What follows belongs to an exercise in optimizing a design on an open flow for small area, a short achievable clock period and few clock cycles per item; a production flow would make more cautious choices. Only simulation tests tie the RTL to the original design; equivalence was not proved. Power figures rest on the tool's default switching activity, not on a simulated workload.

==> flow/design.v <==
`timescale 1ns / 1ps
module iir_orde1_core #(
    parameter integer ACC_W = 64   
)(
    input  wire clk,
    input  wire rst,          
    input  wire en,           
    input  wire clear_state,  
    input  wire signed [15:0] x_in,   
    output reg  signed [15:0] y_out,  
    input  wire signed [15:0] a0,     
    input  wire signed [15:0] a1,     
    input  wire signed [15:0] b1      
);
    reg signed [15:0] x1;   
    reg signed [15:0] y1;   
    reg signed [ACC_W-1:0] acc_comb;  
    reg signed [15:0]      y_next;    
    always @(posedge clk) begin
        if (rst) begin
            x1    <= 0;
            y1    <= 0;
            y_out <= 0;
        end else if (en) begin
            if (clear_state) begin
                x1    <= 0;
                y1    <= 0;
                y_out <= 0;
            end else begin
                acc_comb = $signed(x_in) * a0 +
                           $signed(x1)   * a1 +
                           $signed(y1)   * b1;
                if ((acc_comb >>> 15) > 32767)
                    y_next = 16'sd32767;
                else if ((acc_comb >>> 15) < -32768)
                    y_next = -16'sd32768;
                else
                    y_next = acc_comb[30:15];
                y_out <= y_next;
                x1    <= x_in;
                y1    <= y_next;
            end
        end
    end
endmodule
`timescale 1ns / 1ps
module iir_orde1_axis_wrapper #(
    parameter integer C_S_AXI_DATA_WIDTH = 32,
    parameter integer C_S_AXI_ADDR_WIDTH = 4,
    parameter integer DATA_WIDTH         = 32   
)(
    input  wire aclk,
    input  wire aresetn,   
    input  wire [DATA_WIDTH-1:0] s_axis_tdata,
    input  wire                  s_axis_tvalid,
    output wire                  s_axis_tready,
    input  wire                  s_axis_tlast,
    output wire [DATA_WIDTH-1:0] m_axis_tdata,
    output reg                   m_axis_tvalid,
    input  wire                  m_axis_tready,
    output reg                   m_axis_tlast,
    input  wire [C_S_AXI_ADDR_WIDTH-1:0] s_axi_awaddr,
    input  wire                          s_axi_awvalid,
    output wire                          s_axi_awready,
    input  wire [C_S_AXI_DATA_WIDTH-1:0] s_axi_wdata,
    input  wire [C_S_AXI_DATA_WIDTH/8-1:0] s_axi_wstrb,
    input  wire                          s_axi_wvalid,
    output wire                          s_axi_wready,
    output wire [1:0]                    s_axi_bresp,
    output wire                          s_axi_bvalid,
    input  wire                          s_axi_bready,
    input  wire [C_S_AXI_ADDR_WIDTH-1:0] s_axi_araddr,
    input  wire                          s_axi_arvalid,
    output wire                          s_axi_arready,
    output wire [C_S_AXI_DATA_WIDTH-1:0] s_axi_rdata,
    output wire [1:0]                    s_axi_rresp,
    output wire                          s_axi_rvalid,
    input  wire                          s_axi_rready
);
    reg [C_S_AXI_DATA_WIDTH-1:0] reg_ctrl;
    reg [C_S_AXI_DATA_WIDTH-1:0] reg_a0;
    reg [C_S_AXI_DATA_WIDTH-1:0] reg_a1;
    reg [C_S_AXI_DATA_WIDTH-1:0] reg_b1;
    reg axi_awready;
    reg axi_wready;
    reg [1:0] axi_bresp;
    reg axi_bvalid;
    reg axi_arready;
    reg [C_S_AXI_DATA_WIDTH-1:0] axi_rdata;
    reg axi_rvalid;
    reg aw_en;   
    assign s_axi_awready = axi_awready;
    assign s_axi_wready  = axi_wready;
    assign s_axi_bresp   = axi_bresp;
    assign s_axi_bvalid  = axi_bvalid;
    assign s_axi_arready = axi_arready;
    assign s_axi_rdata   = axi_rdata;
    assign s_axi_rresp   = 2'b00;   
    assign s_axi_rvalid  = axi_rvalid;
    always @(posedge aclk) begin
        if (!aresetn) begin
            axi_awready <= 1'b0;
            axi_wready  <= 1'b0;
            axi_bvalid  <= 1'b0;
            axi_bresp   <= 2'b0;
            aw_en       <= 1'b1;
            reg_ctrl    <= 32'h0000_0001;  
            reg_a0      <= 32'd0;
            reg_a1      <= 32'd0;
            reg_b1      <= 32'd0;
        end else begin
            if (~axi_awready && s_axi_awvalid && aw_en) begin
                axi_awready <= 1'b1;
                aw_en       <= 1'b0;
            end else begin
                axi_awready <= 1'b0;
            end
            if (~axi_wready && s_axi_wvalid) begin
                axi_wready <= 1'b1;
            end else begin
                axi_wready <= 1'b0;
            end
            if (axi_awready && s_axi_awvalid &&
                axi_wready  && s_axi_wvalid &&
                ~axi_bvalid) begin
                axi_bvalid <= 1'b1;
                axi_bresp  <= 2'b00;
                case (s_axi_awaddr[3:2])
                    2'h0: reg_ctrl <= s_axi_wdata;
                    2'h1: reg_a0   <= s_axi_wdata;
                    2'h2: reg_a1   <= s_axi_wdata;
                    2'h3: reg_b1   <= s_axi_wdata;
                    default: ;
                endcase
            end else if (s_axi_bready && axi_bvalid) begin
                axi_bvalid <= 1'b0;
                aw_en      <= 1'b1;
            end
        end
    end
    always @(posedge aclk) begin
        if (!aresetn) begin
            axi_arready <= 1'b0;
            axi_rvalid  <= 1'b0;
            axi_rdata   <= 32'd0;
        end else begin
            if (~axi_arready && s_axi_arvalid)
                axi_arready <= 1'b1;
            else
                axi_arready <= 1'b0;
            if (axi_arready && s_axi_arvalid && ~axi_rvalid) begin
                axi_rvalid <= 1'b1;
                case (s_axi_araddr[3:2])
                    2'h0: axi_rdata <= reg_ctrl;
                    2'h1: axi_rdata <= reg_a0;
                    2'h2: axi_rdata <= reg_a1;
                    2'h3: axi_rdata <= reg_b1;
                    default: axi_rdata <= 32'd0;
                endcase
            end else if (axi_rvalid && s_axi_rready) begin
                axi_rvalid <= 1'b0;
            end
        end
    end
    wire soft_enable_bit = reg_ctrl[0];
    wire soft_clear      = reg_ctrl[1];
    wire core_reset      = ~aresetn;
    wire axis_handshake_ok =
        s_axis_tvalid && (m_axis_tready || !m_axis_tvalid);
    wire core_enable_signal =
        axis_handshake_ok && soft_enable_bit;
    assign s_axis_tready =
        (m_axis_tready || !m_axis_tvalid) && soft_enable_bit;
    wire signed [15:0] data_in_L = s_axis_tdata[31:16];
    wire signed [15:0] data_in_R = s_axis_tdata[15:0];
    wire signed [15:0] data_out_L;
    wire signed [15:0] data_out_R;
    iir_orde1_core #(.ACC_W(64)) core_left (
        .clk        (aclk),
        .rst        (core_reset),
        .en         (core_enable_signal),
        .clear_state(soft_clear),
        .x_in       (data_in_L),
        .y_out      (data_out_L),
        .a0         (reg_a0[15:0]),
        .a1         (reg_a1[15:0]),
        .b1         (reg_b1[15:0])
    );
    iir_orde1_core #(.ACC_W(64)) core_right (
        .clk        (aclk),
        .rst        (core_reset),
        .en         (core_enable_signal),
        .clear_state(soft_clear),
        .x_in       (data_in_R),
        .y_out      (data_out_R),
        .a0         (reg_a0[15:0]),
        .a1         (reg_a1[15:0]),
        .b1         (reg_b1[15:0])
    );
    always @(posedge aclk) begin
        if (!aresetn) begin
            m_axis_tvalid <= 1'b0;
            m_axis_tlast  <= 1'b0;
        end else if (m_axis_tready || !m_axis_tvalid) begin
            m_axis_tvalid <= s_axis_tvalid && soft_enable_bit;
            m_axis_tlast  <= s_axis_tlast;
        end
    end
    assign m_axis_tdata = {data_out_L, data_out_R};
endmodule
==> flow/run.sh <==
#!/bin/bash
# synth_recipe.tcl (not shown) runs the flow's synth.tcl, then flattens the netlist and writes it again
# the make line also repeats each setting of config.mk as NAME=value (left out here)
make -C /OpenROAD-flow-scripts/flow DESIGN_CONFIG=/design/flow/config.mk WORK_HOME=/design/flow/orfs CLKGATE_MAP_FILE= SYNTH_SCRIPT=/design/flow/synth_recipe.tcl finish
==> flow/config.mk <==
export PLATFORM = sky130hd
export DESIGN_NAME = iir_orde1_axis_wrapper
export DESIGN_NICKNAME = iir_orde1_axis_wrapper
export VERILOG_FILES = /design/flow/design.v
export SDC_FILE = /design/flow/constraint.sdc
export NUM_CORES = 4
export LEC_CHECK = 0
export CAP_MARGIN = 20
export CORE_MARGIN = 2
export CORE_UTILIZATION = 40
export SLEW_MARGIN = 20
==> flow/constraint.sdc <==
create_clock -name core_clock -period 15.0 [get_ports {aclk}]
set_input_delay 3.0000 -clock core_clock [delete_from_list [all_inputs] [get_ports {aclk}]]
set_output_delay 3.0000 -clock core_clock [all_outputs]
set_load 0.01 [all_outputs]
==> metrics.md <==
| Metric | Value |
|---|---|
| Sequential area share after synthesis | `6.42%` |
| Ant. Diodes | `0` |
| Critical-path maximum fanout | `7` |
| Yosys warns | `2` |
| Min Hold Slack | `0.438 ns` |
| Crit Path Category | `in -> reg` |
| GRT Total Usage | `22.7%` |
| Seq cells post-synth | `232` |
| WL/cell | `19.4 um` |
| Post-layout min period | `14.71 ns` |
| Area contributors post-synth | `fa_1 48%, inv_1 9.7%, ha_1 9.2%` |
| Post-synth top area cell | `fa_1` |
| Final Hold Violating Endpoints | `0` |
| Status | `timing/DRC/antenna clean` |
| Max-cap violations | `0` |
| Pwr/cell area | `21.3 nW/um^2` |
| Worst slew pin tran | `1.21 ns` |
| EDFF count, synth | `0` |
| CP most frequent cell | `fa_1` |
| Ports | `162` |
| Crit path launch type | `input port` |
| Die Area | `184000 sq um` |
| Share of cells above drive strength 1 | `6.87%` |
| Post-route cell area | `80000 sq um` |
| Number of remaining DRC errors | `0` |
| Most common cell in the netlist | `inv_1` |
| Total number of vias | `53112` |
| Worst vdd ir | `0.000102 V` |
| RePlAce Congestion | `0.922` |
| Count of final max-slew check failures | `0` |
| Vias in the first global route | `58499` |
| Row Count | `156` |
| Die height | `429 um` |
| HPWL after DPL | `165000 um` |
| Asr flop ratio synth | `0%` |
| Post-synth top area share | `48.0%` |
| Via/cell ratio | `5.06` |
| Core area | `180000 sq um` |
| Period utilisation layout | `98.0%` |
| Final setup violating endpoints | `0` |
| HP Class | `reg -> reg` |
| CTS H-tree depth | `1` |
| Final ANT Viol Nets | `0` |
| Yosys cell types | `83` |
| Largest net degree at the start of global routing | `128` |
| Top post-synthesis cells by count | `1863 x inv_1, 1732 x fa_1, 1199 x nand2_1` |
| Pre-CTS setup slack | `-0.593 ns` |
| Gr ovfl total | `0` |
| Total wire length | `203000 um` |
| Placed inst area | `78400 sq um` |
| Top FF cell, synth | `dfxtp_1` |
| Iteration-0 DRC Markers | `3305` |
| Post-Synthesis Cells | `7893` |
| Setup crit end kind | `flip-flop` |
| PortBufs | `149` |
| Initial core utilization | `40.1%` |
| Global-route wire length before repair | `328000 um` |
| Maximum clock insertion buffer count | `3` |
| Syn Area/Cell | `9.16 sq um` |
| Later-pin clock latency in the skew report | `0.66 ns` |
| Die Wd | `429 um` |
| Post-Syn Area | `72300 sq um` |
| Crit path arrival time | `15.24 ns` |
| Slowest stage delay, CP | `0.58 ns` |
| Root Buffer | `clkbuf_16` |
| CTS tree | `done` |
| Area growth syn-to-layout | `10.6%` |
| Crit-path slowest cell | `fa_1` |
| Clk sink count | `232` |
| Leak pwr | `39.6 nW` |
| Post-route setup slack | `0.295 ns` |
| Post-layout nets | `10459` |
| CP required | `15.53 ns` |
| Max-Slew Margin vs Limit | `18.9%` |
| Achievable frequency | `68.0 MHz` |
| TritonRoute pass-1 iters | `5` |
| CTS Buf Count | `31` |
| Initial antenna violation count | `15` |
| Clk_skew | `0.0353 ns` |
| Clock transition at path regs | `0.06 ns` |
==> state kept, by name, indices dropped and copies added, names as in the netlist <==
name           flops
aw_en              1
core_left.x1      16
reg_ctrl          32
core_right.x1     16
core_right.y1     16
axi_wready         1
m_axis_tlast       1
reg_b1            32
m_axis_tvalid      1
axi_arready        1
axi_awready        1
core_left.y1      16
axi_rdata         32
axi_bvalid         1
axi_rvalid         1
reg_a1            32
reg_a0            32
==> placed cells by master (no fill, tap or decap), types with 71 or more instances in the layout <==
master,count
inv_1,1860
fa_1,1723
nand2_1,1196
and2_1,651
ha_1,526
buf_4,364
dfxtp_1,228
a21boi_0,171
a21oi_1,170
nor2_1,136
clkdlybuf4s50_1,136
xnor2_1,120
o21ai_0,71
==> critical path: cells and delay by family <==
family          cells  cell delay (ns)
buf+inv            13             1.73
xor+xnor            2             0.35
fa+ha+maj          14             6.55
simple gates        5             1.21
compound gates     10             2.33
==> through the flow <==
stage | setup TNS (ns) | util (%) | cells | total power, W
after CTS | 0 | 44.1 | 10486 | 0.00171
after detailed placement | -12.76 | 43.5 | 10428 | 0.000912
after global placement | -7.64 | 43.5 | 10428 | 0.000909
after global routing | -1.09 | 44.4 | 10502 | 0.00176
after floorplan | 0 | - | 7896 | 0.000765
final | 0 | 44.4 | 10502 | 0.00170
==> power breakdown <==
part / internal [W] / leakage, nW / switching [W]
sequential: 0.000626 / 1.88 / 0.0000539
clock: 0.000455 / 0.531 / 0.000337
combinational: 0.0000986 / 37.2 / 0.000128
==> repair_timing <==
item                       CTS  global route
buffers inserted             0            13
gates resized for setup      0            61
setup endpoints to repair    0            30
hold buffers                 0             0
==> final timing paths <==
| kind | start | endpoint | slack [ns] | cells after the start |
|---|---|---|---|---|
| worst max-delay path | s_axis_tdata[29] | core_left.y1[9]$_SDFFE_PN0P_ | 0.29 | 44 |
| worst min-delay path | axi_arready$_SDFF_PN0_ | axi_arready$_SDFF_PN0_ | 0.44 | 1 |
| worst max register to register | reg_a1[7]$_SDFFE_PN0P_ | core_left.y1[9]$_SDFFE_PN0P_ | 1.81 | 43 |
| worst min register to register | axi_arready$_SDFF_PN0_ | axi_arready$_SDFF_PN0_ | 0.44 | 1 |
==> layer usage <==
metal,track usage [%],share of wire [%]
met1,30.2,43
met2,38.1,47
met3,3.97,7.3
met5,0,0.055
met4,6.10,3.2
==> cell type report <==
class                   count  area (sq um)
fillers                 17357        100000
multi-input cells        5444         59600
inverters                1863          6990
repair buffers            535          4690
flip-flops and latches    232          4650
well taps                2370          2970
clock buffers              41           893
clock inverters            17           176
==> kinds of logic after synthesis <==
logic type | Yosys count | synth area share, %
DFF | 232 | 6.42
and+or+nand+nor | 2288 | 15.2
muxes | 36 | 1.05
AOI/OAI and AO/OA | 683 | 6.51
buffers and inverters | 2220 | 11.6
adders and majority gates | 2266 | 57.2
other | 1 | 0.00519
xor gates and xnor gates | 167 | 2.02
Testbench counts, summed over its fixed seeds: cycles 4,128, items 4,096.

## port drivers added, routing unchanged
In the flow no input, the clock included, has a driving cell. The finished layout below was timed again as built, in two steps.
Step 1, drivers: a clkbuf_16 drives aclk and a buf_2 each remaining input, both assumed.
Step 2 also shifts input and output timing later by t, the mid clock arrival at the registers, as if the neighbouring blocks saw the same clock.
a / b / c = ideal / step 1 / step 2; a / b = the first two.
shift t [ns]: 0.717
setup WS [ns]: 0.295 / 0.332 / -0.385
hold WS [ns]: 0.438 / 0.438 / 0.438
worst slew at a driven data input, ns: 0.14
cell pins on the clock port's net: 1
With both steps, setup timing fails in this run, where it was met with ideal ports. For this run, drivers alone change the setup slack by +0.037 ns; drivers and shift together by -0.680 ns.
